This is an optimization exercise on Yosys and OpenROAD, whose aim is small area and a short achievable clock period, not a production implementation. Only simulation tests tie the RTL to the original design; equivalence was not proved. Power and IR drop assume default switching activity.

<file path="config.mk">
export PLATFORM = sky130hd
export DESIGN_NAME = RISC_V
export DESIGN_NICKNAME = RISC_V
export VERILOG_FILES = /design/flow/design.v
export SDC_FILE = /design/flow/constraint.sdc
export NUM_CORES = 4
export LEC_CHECK = 0
export CAP_MARGIN = 20
export CORE_MARGIN = 2
export CORE_UTILIZATION = 40
export SETUP_SLACK_MARGIN = 5
export SLEW_MARGIN = 20
</file>
<file path="constraint.sdc">
create_clock -name core_clock -period 14.0 [get_ports {clk}]
set_input_delay 2.8000 -clock core_clock [delete_from_list [all_inputs] [get_ports {clk}]]
set_output_delay 2.8000 -clock core_clock [all_outputs]
set_load 0.01 [all_outputs]
</file>
<file path="design.v">
module RISC_V (
    input logic clk,
    input logic rst,
    timer_en,
    ext_inter,
    gemm_done,
    output logic gemm_valid,
    output logic [31:0] gemm_rdata1,
    gemm_rdata2,
    gemm_instruction,
    output logic [31:0] result,
    output logic [31:0] imem_addr,
    input logic [31:0] imem_rdata
);
  localparam R_type = 5'b01100;
  localparam I_type = 5'b00100;
  localparam Load_type = 5'b00000;
  localparam S_type = 5'b01000;
  localparam B_type = 5'b11000;
  localparam J_type = 5'b11011;
  localparam Jalr_type = 5'b11001;
  localparam lui_type = 5'b01101;
  localparam auipc_type = 5'b00101;
  localparam csr_type = 5'b11100;
  localparam GEMM_type = 5'b00010;
  function automatic logic [5:0] dec_alu(input logic [31:0] ins);
    logic [3:0] f;
    casex ({ins[30], ins[14:12]})
      4'b0000: f = 4'd0;
      4'b1000: f = 4'd1;
      4'bX001: f = 4'd2;
      4'bX010: f = 4'd3;
      4'bX100: f = 4'd4;
      4'bX011: f = 4'd5;
      4'b0101: f = 4'd6;
      4'b1101: f = 4'd7;
      4'bX110: f = 4'd8;
      default: f = 4'd9;
    endcase
    case (ins[6:2])
      R_type: dec_alu = {2'b10, f};
      I_type: dec_alu = {2'b11, (ins[14:12] == 3'b000) ? 4'd0 : f};
      Load_type, S_type, Jalr_type: dec_alu = {2'b11, 4'd0};
      B_type, J_type, auipc_type: dec_alu = {2'b01, 4'd0};
      lui_type: dec_alu = {2'b01, 4'd10};
      csr_type, GEMM_type: dec_alu = {2'b10, 4'd0};
      default: dec_alu = 6'd0;
    endcase
  endfunction
  function automatic logic ld_eq(input logic [6:0] xa, input logic [6:0] xb, input logic [4:0] k);
    logic [6:0] c;
    logic ok;
    c[2] = (xa[1] & xb[1]) | ((xa[1] | xb[1]) & xa[0] & xb[0]);
    for (int j = 3; j < 7; j++) c[j] = (xa[j-1] & xb[j-1]) | ((xa[j-1] ^ xb[j-1]) & ~k[j-3]);
    ok = 1'b1;
    for (int j = 2; j < 7; j++) ok = ok & ~(xa[j] ^ xb[j] ^ k[j-2] ^ c[j]);
    ld_eq = ok;
  endfunction
  logic [31:0] pc;   
  logic [31:0] d_pc, d_ins;   
  logic [31:0] e_pc, e_alu, e_rs1, e_rs2, e_ins;   
  logic e_reg_wr, e_mem_wr, e_pc_sel, e_mret, e_gemm;
  logic [5:0] e_csel;
  logic [1:0] e_wb_sel;
  logic loaded, cs;
  logic [3:0] tcount;
  logic [31:0] mepc, mie, mstatus, mtvec;
  logic mc_t, mc_e, mip_t, mip_e;   
  logic [31:0] a, b, bx, sum, alu_o;   
  logic [2:0] f3;   
  logic [31:0] rdata1, rdata2, rf1, rf2;   
  logic [4:0] rd;
  logic rd_nz, stall, flush, mflush, wait_gemm, hz;
  logic int_taken, epc_taken;
  logic [31:0] epc, isr_addr;
  assign rd = e_ins[11:7];
  assign rd_nz = |rd;
  logic d_hm;   
  assign hz = d_hm & (e_wb_sel != 2'b01) & ~loaded;
  assign wait_gemm = cs ? ~gemm_done : e_gemm;
  assign stall = hz | wait_gemm;
  assign int_taken = ((mip_t & mie[7]) | (mip_e & mie[11])) & mstatus[3];
  assign epc_taken = e_mret | int_taken;
  assign isr_addr = mtvec[0] ? {mtvec[31:2], 2'b00} :
      {mtvec[31:2], 2'b00} + {26'd0, mc_e, mc_t, mc_t | mc_e, mc_t | mc_e, 2'b00};
  assign epc = e_mret ? mepc : isr_addr;
  assign flush = e_pc_sel | epc_taken;
  assign mflush = flush | rst;
  logic ovf;
  assign ovf = tcount[3];
  always_ff @(posedge clk) begin
    if (rst) tcount <= '0;
    else if (ovf) tcount <= '0;
    else if (timer_en) tcount <= tcount + 1'b1;
  end
  logic [31:0] csr_rdata, e_crd;
  logic [31:0] mepc_d, mie_d, mstatus_d, mtvec_d;
  logic mc_t_d, mc_e_d, mip_t_d, mip_e_d;
  logic [5:0] csel_d;
  assign mc_t_d = ~rst & ovf;
  assign mc_e_d = ~rst & ext_inter & ~ovf;
  assign mip_t_d = ~rst & ovf & ~int_taken;
  assign mip_e_d = ~rst & ext_inter & ~ovf & ~int_taken;
  assign mepc_d = rst ? 32'd0 : int_taken ? e_pc : mepc;
  assign mie_d = rst ? 32'd0 : e_csel[1] ? e_rs1 : mie;
  assign mstatus_d = rst ? 32'd0 : e_csel[0] ? e_rs1 : mstatus;
  assign mtvec_d = rst ? 32'd0 : e_csel[2] ? e_rs1 : mtvec;
  always_ff @(posedge clk) begin
    mc_t <= mc_t_d;
    mc_e <= mc_e_d;
    mip_t <= mip_t_d;
    mip_e <= mip_e_d;
    mepc <= mepc_d;
    mie <= mie_d;
    mstatus <= mstatus_d;
    mtvec <= mtvec_d;
  end
  assign csel_d = mflush ? 6'd0 : stall ? e_csel :
      {csr_r & (d_ins[31:20] == 12'h344), csr_r & (d_ins[31:20] == 12'h342),
       csr_r & (d_ins[31:20] == 12'h341), csr_r & (d_ins[31:20] == 12'h305),
       csr_r & (d_ins[31:20] == 12'h304), csr_r & (d_ins[31:20] == 12'h300)};
  always_ff @(posedge clk) begin
    e_csel <= csel_d;
    e_crd <= (mstatus_d & {32{csel_d[0]}}) | (mie_d & {32{csel_d[1]}}) |
        (mtvec_d & {32{csel_d[2]}}) | (mepc_d & {32{csel_d[3]}}) |
        ({28'd0, mc_e_d, mc_t_d, mc_t_d | mc_e_d, mc_t_d | mc_e_d} & {32{csel_d[4]}}) |
        ({20'd0, mip_e_d, 3'd0, mip_t_d, 7'd0} & {32{csel_d[5]}});
  end
  assign csr_rdata = e_crd;
  logic [31:0] dmem0;
  logic [31:0] dmem[1:31];
  logic [31:1] dv;
  logic [31:0] dvw;
  assign dvw = {dv, 1'b1};
  logic [1:0] col;
  logic [2:0] f3e;
  logic [3:0] mask;
  logic [31:0] wdata;
  assign col = e_alu[1:0];
  assign f3e = e_ins[14:12];
  always_comb begin
    case (f3e)
      3'b000: begin
        mask  = 4'b0001 << col;
        wdata = {4{e_rs2[7:0]}};
      end
      3'b001: begin
        mask  = col[1] ? 4'b1100 : 4'b0011;
        wdata = {2{e_rs2[15:0]}};
      end
      3'b010: begin
        mask  = 4'b1111;
        wdata = e_rs2;
      end
      default: begin
        mask  = 4'b0000;
        wdata = e_rs2;
      end
    endcase
  end
  logic [31:0] e_asel;
  always_comb for (int i = 0; i < 32; i++) e_asel[i] = (e_alu[6:2] == i[4:0]);
  always_ff @(posedge clk) begin
    if (rst) dv <= '0;
    else if (e_mem_wr) dv <= dv | e_asel[31:1];
  end
  always_ff @(posedge clk) begin
    for (int i = 1; i < 32; i++)
      for (int b = 0; b < 4; b++)
        if (e_mem_wr && e_asel[i] && (mask[b] || !dv[i]))
          dmem[i][8*b+:8] <= mask[b] ? wdata[8*b+:8] : 8'd0;
  end
  always_ff @(posedge clk) begin
    for (int b = 0; b < 4; b++)
      if (rst) dmem0[8*b+:8] <= 8'd0;
      else if (e_mem_wr && e_asel[0] && mask[b]) dmem0[8*b+:8] <= wdata[8*b+:8];
  end
  assign result = dmem0;
  logic [31:0] e_ld, mrd, mfw, ld_data;
  logic [31:0] lsel_n;
  logic [6:0] laddr;
  logic [1:0] col_n;
  logic fwd;
  assign laddr = rdata1[6:0] + d_ins[26:20];
  assign col_n = laddr[1:0];
  always_comb begin
    for (int i = 0; i < 32; i++) lsel_n[i] = ld_eq(rdata1[6:0], d_ins[26:20], i[4:0]);
    mrd = 32'd0;
    mrd = dmem0 & {32{lsel_n[0]}};
    for (int i = 1; i < 32; i++) mrd = mrd | (dmem[i] & {32{lsel_n[i] & dv[i]}});
  end
  assign fwd = e_mem_wr & (laddr[6:2] == e_alu[6:2]);
  always_comb begin
    for (int b = 0; b < 4; b++) mfw[8*b+:8] = (fwd & mask[b]) ? wdata[8*b+:8] : mrd[8*b+:8];
  end
  always_comb begin
    case (f3)
      3'b000: begin
        case (col_n)
          2'b00: ld_data = {{24{mfw[7]}}, mfw[7:0]};
          2'b01: ld_data = {{24{mfw[15]}}, mfw[15:8]};
          2'b10: ld_data = {{24{mfw[23]}}, mfw[23:16]};
          default: ld_data = {{24{mfw[31]}}, mfw[31:24]};
        endcase
      end
      3'b001: ld_data = col_n[1] ? {{16{mfw[31]}}, mfw[31:16]} : {{16{mfw[15]}}, mfw[15:0]};
      3'b010: ld_data = mfw;
      3'b100: begin
        case (col_n)
          2'b00: ld_data = {24'd0, mfw[7:0]};
          2'b01: ld_data = {24'd0, mfw[15:8]};
          2'b10: ld_data = {24'd0, mfw[23:16]};
          default: ld_data = {24'd0, mfw[31:24]};
        endcase
      end
      default: ld_data = col_n[1] ? {16'd0, mfw[31:16]} : {16'd0, mfw[15:0]};
    endcase
  end
  logic [31:0] wb_data;
  always_comb begin
    case (e_wb_sel)
      2'b00:   wb_data = e_pc + 32'd4;
      2'b01:   wb_data = e_alu;
      2'b10:   wb_data = e_ld;
      default: wb_data = csr_rdata;
    endcase
  end
  always_ff @(posedge clk) begin
    if (rst) loaded <= 1'b0;
    else if (e_wb_sel == 2'b01) loaded <= 1'b0;
    else loaded <= ~loaded;
  end
  logic cs_d, e_gemm_d;
  assign cs_d = ~rst & (cs ? ~gemm_done : e_gemm);
  assign e_gemm_d = ~mflush & (stall ? e_gemm : is_gemm);
  always_ff @(posedge clk) begin
    cs <= cs_d;
    e_gemm <= e_gemm_d;
    gemm_valid <= ~cs_d & e_gemm_d;
  end
  logic [31:0] rf[1:31];
  always_ff @(posedge clk) begin
    if (e_reg_wr && rd_nz) rf[rd] <= wb_data;
  end
  logic d_b1, d_b2;
  logic d_b1a, d_b1l, d_b1c, d_b2a, d_b2l, d_b2c, m1_n, m2_n;
  logic [31:0] d_rv1, d_rv2, rv1_n, rv2_n;
  logic [4:0] rs1_n, rs2_n;
  logic wt1, wt2;
  assign rs1_n = imem_rdata[19:15];
  assign rs2_n = imem_rdata[24:20];
  always_comb begin
    rf1 = 32'd0;
    rf2 = 32'd0;
    for (int i = 1; i < 32; i++) begin
      rf1 = rf1 | (rf[i] & {32{rs1_n == i[4:0]}});
      rf2 = rf2 | (rf[i] & {32{rs2_n == i[4:0]}});
    end
  end
  assign wt1 = e_reg_wr & rd_nz & (rd == rs1_n);
  assign wt2 = e_reg_wr & rd_nz & (rd == rs2_n);
  assign rv1_n = wt1 ? wb_data : rf1;
  assign rv2_n = wt2 ? wb_data : rf2;
  assign rdata1 = (d_rv1 & {32{~d_b1}}) | (e_alu & {32{d_b1a}}) | (e_ld & {32{d_b1l}}) |
      (csr_rdata & {32{d_b1c}});
  assign rdata2 = (d_rv2 & {32{~d_b2}}) | (e_alu & {32{d_b2a}}) | (e_ld & {32{d_b2l}}) |
      (csr_rdata & {32{d_b2c}});
  assign m1_n = reg_wr & (|d_ins[11:7]) & (imem_rdata[19:15] == d_ins[11:7]);
  assign m2_n = reg_wr & (|d_ins[11:7]) & (imem_rdata[24:20] == d_ins[11:7]);
  logic [4:0] op;
  logic f7, f7m;
  assign op  = d_ins[6:2];
  assign f3  = d_ins[14:12];
  assign f7  = d_ins[30];
  assign f7m = d_ins[29];
  logic [3:0] ALUctrl;
  logic [5:0] d_ctl;
  logic A_sel, B_sel, PC_sel, reg_wr, mem_wr, mem_read, csr_r, csr_wr, is_mret, is_gemm;
  logic [1:0] wb_sel;
  logic br_taken;
  always_comb begin
    PC_sel = 1'b0;
    reg_wr = 1'b0;
    mem_wr = 1'b0;
    mem_read = 1'b0;
    wb_sel = 2'b00;
    csr_r = 1'b0;
    csr_wr = 1'b0;
    is_mret = 1'b0;
    is_gemm = 1'b0;
    case (op)
      R_type: begin
        wb_sel = 2'b01;
        reg_wr = 1'b1;
      end
      I_type: begin
        wb_sel = 2'b01;
        reg_wr = 1'b1;
      end
      Load_type: begin
        mem_read = 1'b1;
        wb_sel = 2'b10;
        reg_wr = 1'b1;
      end
      S_type: begin
        mem_wr = 1'b1;
      end
      B_type: begin
        PC_sel = br_taken;
      end
      J_type: begin
        reg_wr = 1'b1;
        PC_sel = 1'b1;
      end
      Jalr_type: begin
        reg_wr = 1'b1;
        PC_sel = 1'b1;
      end
      lui_type: begin
        wb_sel = 2'b01;
        reg_wr = 1'b1;
      end
      auipc_type: begin
        wb_sel = 2'b01;
        reg_wr = 1'b1;
      end
      csr_type: begin
        wb_sel = 2'b11;
        reg_wr = 1'b1;
        is_mret = (f7m && f3 == 3'b000);
        csr_r = (f3 == 3'b001);
        csr_wr = (f3 == 3'b001);
      end
      GEMM_type: begin
        wb_sel = 2'b01;
        is_gemm = 1'b1;
      end
      default: ;
    endcase
  end
  logic [31:0] imm;
  always_comb begin
    case (op)
      Load_type, I_type, Jalr_type: imm = {{20{d_ins[31]}}, d_ins[31:20]};
      S_type: imm = {{20{d_ins[31]}}, d_ins[31:25], d_ins[11:7]};
      J_type: imm = {{12{d_ins[31]}}, d_ins[19:12], d_ins[20], d_ins[30:21], 1'b0};
      B_type: imm = {{20{d_ins[31]}}, d_ins[7], d_ins[30:25], d_ins[11:8], 1'b0};
      lui_type, auipc_type: imm = {d_ins[31:12], 12'd0};
      default: imm = '0;
    endcase
  end
  logic [31:0] bsub;
  assign bsub = rdata1 - rdata2;
  always_comb begin
    case (f3)
      3'b000: br_taken = (rdata1 == rdata2);
      3'b001: br_taken = (rdata1 != rdata2);
      3'b100: br_taken = bsub[31];
      3'b101: br_taken = ~bsub[31];
      3'b110: br_taken = 1'b1;
      default: br_taken = 1'b0;
    endcase
  end
  logic cout, ovfl, slt;
  assign {A_sel, B_sel, ALUctrl} = d_ctl;
  logic [4:0] d_sa, d_sb, sa_n, sb_n;
  logic [5:0] ctl_n;
  assign ctl_n = dec_alu(imem_rdata);
  assign sa_n = {ctl_n[5] & m1_n & (wb_sel == 2'b11),
                 ctl_n[5] & m1_n & (wb_sel == 2'b10),
                 ctl_n[5] & m1_n & ~wb_sel[1],
                 ctl_n[5] & ~m1_n, ~ctl_n[5]};
  assign sb_n = {~ctl_n[4] & m2_n & (wb_sel == 2'b11),
                 ~ctl_n[4] & m2_n & (wb_sel == 2'b10),
                 ~ctl_n[4] & m2_n & ~wb_sel[1],
                 ~ctl_n[4] & ~m2_n, ctl_n[4]};
  assign a = (d_pc & {32{d_sa[0]}}) | (d_rv1 & {32{d_sa[1]}}) | (e_alu & {32{d_sa[2]}}) |
      (e_ld & {32{d_sa[3]}}) | (csr_rdata & {32{d_sa[4]}});
  assign b = (imm & {32{d_sb[0]}}) | (d_rv2 & {32{d_sb[1]}}) | (e_alu & {32{d_sb[2]}}) |
      (e_ld & {32{d_sb[3]}}) | (csr_rdata & {32{d_sb[4]}});
  assign bx = ALUctrl[0] ? ~b : b;
  assign {cout, sum} = a + bx + ALUctrl[0];
  assign ovfl = (sum[31] ^ a[31]) & ~(a[31] ^ b[31] ^ ALUctrl[0]);
  assign slt = sum[31] ^ ovfl;
  always_comb begin
    case (ALUctrl)
      4'd0, 4'd1: alu_o = sum;
      4'd2: alu_o = a << b;
      4'd3: alu_o = {31'd0, slt};
      4'd4: alu_o = a ^ b;
      4'd5: alu_o = {31'd0, ~cout};
      4'd6, 4'd7: alu_o = a >> b;
      4'd8: alu_o = a | b;
      4'd9: alu_o = a & b;
      4'd10: alu_o = b;
      default: alu_o = 32'd0;
    endcase
  end
  always_ff @(posedge clk) begin
    if (rst) pc <= 32'd0;
    else if (!stall) pc <= epc_taken ? epc : (e_pc_sel ? e_alu : pc + 32'd4);
  end
  always_ff @(posedge clk) begin
    if (rst) begin
      d_pc <= 32'h13;
      e_pc <= 32'h13;
    end else if (!stall) begin
      d_pc <= flush ? e_alu : pc;
      e_pc <= flush ? e_alu : d_pc;
    end
  end
  always_ff @(posedge clk) begin
    if (mflush) begin
      d_ins <= 32'h13;
      d_ctl <= dec_alu(32'h13);
      d_sa <= 5'b00010;
      e_ld <= 32'd0;
      d_sb <= 5'b00001;
      d_rv1 <= '0;
      d_rv2 <= '0;
      d_b1 <= 1'b0;
      d_b2 <= 1'b0;
      {d_b1a, d_b1l, d_b1c, d_b2a, d_b2l, d_b2c} <= 6'd0;
      d_hm <= 1'b0;
      e_ins <= 32'h13;
      e_rs1 <= 32'h13;
      e_rs2 <= 32'h13;
      e_alu <= 32'd0;
      e_reg_wr <= 1'b0;
      e_mem_wr <= 1'b0;
      e_wb_sel <= 2'b00;
      e_pc_sel <= 1'b0;
      e_mret <= 1'b0;
    end else if (!stall) begin
      d_ins <= imem_rdata;
      d_ctl <= ctl_n;
      d_sa <= sa_n;
      e_ld <= ld_data;
      d_sb <= sb_n;
      d_rv1 <= rv1_n;
      d_rv2 <= rv2_n;
      d_b1 <= m1_n;
      d_b2 <= m2_n;
      d_b1a <= m1_n & ~wb_sel[1];
      d_b1l <= m1_n & (wb_sel == 2'b10);
      d_b1c <= m1_n & (wb_sel == 2'b11);
      d_b2a <= m2_n & ~wb_sel[1];
      d_b2l <= m2_n & (wb_sel == 2'b10);
      d_b2c <= m2_n & (wb_sel == 2'b11);
      d_hm <= (|d_ins[11:7]) & ((imem_rdata[19:15] == d_ins[11:7]) | (imem_rdata[24:20] == d_ins[11:7]));
      e_ins <= d_ins;
      e_rs1 <= rdata1;
      e_rs2 <= rdata2;
      e_alu <= alu_o;
      e_reg_wr <= reg_wr;
      e_mem_wr <= mem_wr;
      e_wb_sel <= wb_sel;
      e_pc_sel <= PC_sel;
      e_mret <= is_mret;
    end
  end
  assign imem_addr = pc;
  assign gemm_instruction = e_ins;
  assign gemm_rdata1 = e_rs1;
  assign gemm_rdata2 = e_rs2;
endmodule
</file>
<file path="run.sh">
#!/bin/bash
# synth_recipe.tcl (not shown) runs the flow's synth.tcl, then flattens the netlist and writes it again
# the make line also repeats each setting of config.mk as NAME=value (left out here)
make -C /OpenROAD-flow-scripts/flow DESIGN_CONFIG=/design/flow/config.mk WORK_HOME=/design/flow/orfs CLKGATE_MAP_FILE= SYNTH_SCRIPT=/design/flow/synth_recipe.tcl finish
</file>
==> impl_metrics.py <==
metrics = {
    "flow_run": {
        "maxCapViolations": 0,
    },
    "clocking": {
        "hold_buffers": 0,
        "insertion_delay_ns": 0.94,
        "numCtsBuffers": 288,
        "post_cts_buffers": 0,
        "ctsResizeCount": 0,
        "clock_sinks": 2606,
        "cts_max_path_buffers": 4,
        "htree_levels": 5,
        "clockRootBuffer": "clkbuf_16",
        "cts_tree": "yes",
        "clkTransAtPathRegs_ns": 0.06,
    },
    "final_layout": {
        "drive_above_1_share_pct": 11.9,
        "area_growth_pct": 15.2,
        "nFillCells": 26500,
        "layout_commonest_cell": "edfxtp_1",
        "finalInstanceArea_um2": 136000,
        "nets": 10400,
        "final_cells": 14300,
        "final_cell_mix": "1984 x edfxtp_1, 846 x a22oi_1, 766 x nand2_1",
        "reg_top3": "dmem (992), rf (992)",
    },
    "sta": {
        "worst_slew_pin_slew_ns": 1.26,
        "period_share_pct": 53.3,
        "relSlewSlack_pct": 15.6,
        "fmax_mhz": 134,
        "tns_ns": 0,
        "hold_viol": 0,
        "setup_viol": 0,
        "drv_slew": 0,
        "fin_skew_ns": 0.101,
        "fin_hold_ws_ns": 0.465,
        "layout_min_cycle_time_ns": 7.47,
        "rsz0062_at_grt": "no",
    },
    "logic_synthesis": {
        "syn_nets": 10200,
        "yosys_most_used_dff": "edfxtp_1",
        "syn_inst": 10000,
        "netlist_area_um2": 118000,
        "synth_edf_count": 1984,
        "postSynthAreaPerCell_um2": 11.8,
        "async_reset_ff_share_pct": 0,
        "synth_cell_types": 100,
        "seq_area_frac_synth_pct": 60.8,
        "yosys_warnings": 2,
        "synth.ff_latch_count": 2606,
    },
    "floorplanning": {
        "num_io_pins": 198,
        "die_w_um": 548,
        "core-area_um2": 294000,
        "die_area_um2": 300000,
        "start_util_pct": 40.2,
        "num_rows": 199,
        "die_h_um": 548,
    },
    "route": {
        "via_count": 103000,
        "wl_um": 609000,
        "antenna_left": 0,
        "wl_per_cell_um": 42.5,
        "drt_iter0_drc": 21900,
        "viasPerCell": 7.16,
        "drtPass1Iterations": 12,
        "drc": 0,
    },
    "placement": {
        "place.gp.congestion": 1.03,
        "placed_area_um2": 127000,
        "dp.cells": 13800,
        "hpwl_um": 395000,
        "port-buffer-count": 197,
    },
    "setup_path": {
        "r2r_setup_slack_ns": 6.53,
        "startpoint_type": "flip-flop",
        "cp.required_ns": 14.78,
        "crit_path_end_kind": "flip-flop",
        "critPathArrivalTime_ns": 8.25,
        "reg2reg_depth": 18,
        "worstSetupPathType": "reg -> reg",
        "cp_max_fo": 41,
    },
    "hold_path": {
        "min_path_type": "reg -> reg",
        "worstHoldPathCells": 2,
    },
    "power": {
        "ir_drop_mv": 0.105,
        "powerDensity_nw_per_um2": 140,
        "switching_power_uw": 5480,
        "share_seq_of_total_power_pct": 46.5,
        "swShare_pct": 28.8,
        "combPwrFrac_pct": 13.3,
        "p_leak_uw": 0.0458,
        "clock_power_share_pct": 40.2,
        "p_int_uw": 13600,
    },
    "global_routing": {
        "antenna_found_initial": 51,
        "grt_pass1_vias": 93700,
        "grt_usage_pct": 39.0,
        "grt_first_pass_wirelength_um": 813000,
        "grt_max_degree": 200,
        "overflow": 0,
    },
    "outcome": {
        "status": "timing/DRC/antenna clean",
    },
}
==> path summary, 6_finish.rpt <==
check	from	to
max	d_ins[3]	e_alu[22]
max reg2reg	d_ins[3]	e_alu[22]
min reg2reg	e_ins[29]	e_ins[29]
min	e_ins[29]	e_ins[29]
==> per-layer routing <==
layer | routed length, µm | global-route usage (%) | share of wire [%] | vias to the layer above
met5 | 146 | 0 | 0.024 | -
met4 | 42900 | 21.9 | 7.0 | 16
met2 | 245000 | 54.2 | 40 | 9897
li1 | - | - | - | 39900
met1 | 223000 | 52.2 | 37 | 50700
met3 | 98600 | 14.5 | 16 | 2122
==> cells by family after synthesis <==
group | count (synthesis) | share of synthesized area (%)
flip-flops | 2606 | 60.8
adder cells (fa/ha/maj) | 150 | 1.62
AND/OR/NAND/NOR | 2724 | 10.7
XOR/XNOR | 178 | 1.33
AO/OA/AOI/OAI | 3120 | 19.5
buffers and inverters | 973 | 3.25
multiplexers | 261 | 2.70
==> cells in the mapped netlist (all sizes together), types with 130 or more instances <==
cell type  instances  area share [%]
a211oi           236             1.5
dfxtp            622              11
a22oi            847             5.4
o21ai            235            0.99
ha               144             1.5
nand2            771             2.4
nor3             291             1.3
buf              173            0.71
clkbuf           604             1.9
edfxtp          1984              50
a22o             318             2.4
nand3            289             1.2
nand4            216             1.1
inv              196            0.62
mux2i            197             1.7
a222oi           130             1.1
nor2             780             2.5
a221oi           360             2.7
a21oi            521             2.2
==> layout make-up <==
class	instances	area, µm²	area share (%)
Antenna cell	20	50.0	0.0367
Clock buffer	387	8020	5.88
Clock inverter	135	1300	0.956
Inverter	196	736	0.539
Multi-Input combinational cell	6433	44000	32.3
Sequential cell	2606	72000	52.8
Tap cell	3919	4900	3.60
Timing Repair Buffer	640	5330	3.91
==> stage by stage <==
step | utilization, % | setup WS [ns] | total power, µW
after detailed placement | 43.1 | 6.75 | 11400
after global placement | 43.0 | 6.41 | 11400
final | 46.3 | 6.53 | 19100
after global routing | 46.3 | 6.14 | 19400
after floorplan | - | 8.61 | 10100
after CTS | 46.3 | 6.74 | 18900
==> worst max-delay path, stage by stage (launching register included) <==
cell and delay [ns]:
dfxtp_1 0.49, nor4_1 0.89, o21ai_0 0.30, a21oi_1 0.24
or2_2 0.46, inv_2 0.35, buf_4 0.41, xnor2_1 0.24
fa_1 0.49, a21o_1 0.19, a21o_1 0.22, a2111oi_0 0.64
o21ai_0 0.55, a21boi_0 0.67, o221ai_1 0.33, a211oi_1 0.38
xnor2_1 0.12, a211oi_1 0.24, a221oi_1 0.10
==> power by group through the flow <==
stage	Sequential (µW)	Combinational, µW	Clock, µW
finish	8870	2530	7660
global route	8870	2590	7950
CTS	8850	2400	7650
detailed placement	9020	2390	0
global placement	9010	2370	0
floorplan	8850	1290	0

## what the ideal ports hide
In the flow no input, the clock included, has a driving cell. The finished layout below was timed again as built, in two steps.
Step 1: set_driving_cell puts a clkbuf_16 on clk and a buf_2 on each other input, an assumption about the parent block.
Step 2 times the ports against the registers' clock, not the clock port: input delays grow and output delays shrink by t, the midpoint of the rising clock arrivals with the driver on.
Slacks: ideal ports / drivers / drivers and shift; pairs: ideal ports / drivers.
t (ns): 0.997
setup WS [ns]: 6.533 / 6.533 / 6.421
hold WS [ns]: 0.465 / 0.465 / 0.465
After both steps setup and hold are still met in this run. The setup slack of this run moves by 0.000 ns with the drivers and by -0.112 ns with both steps.
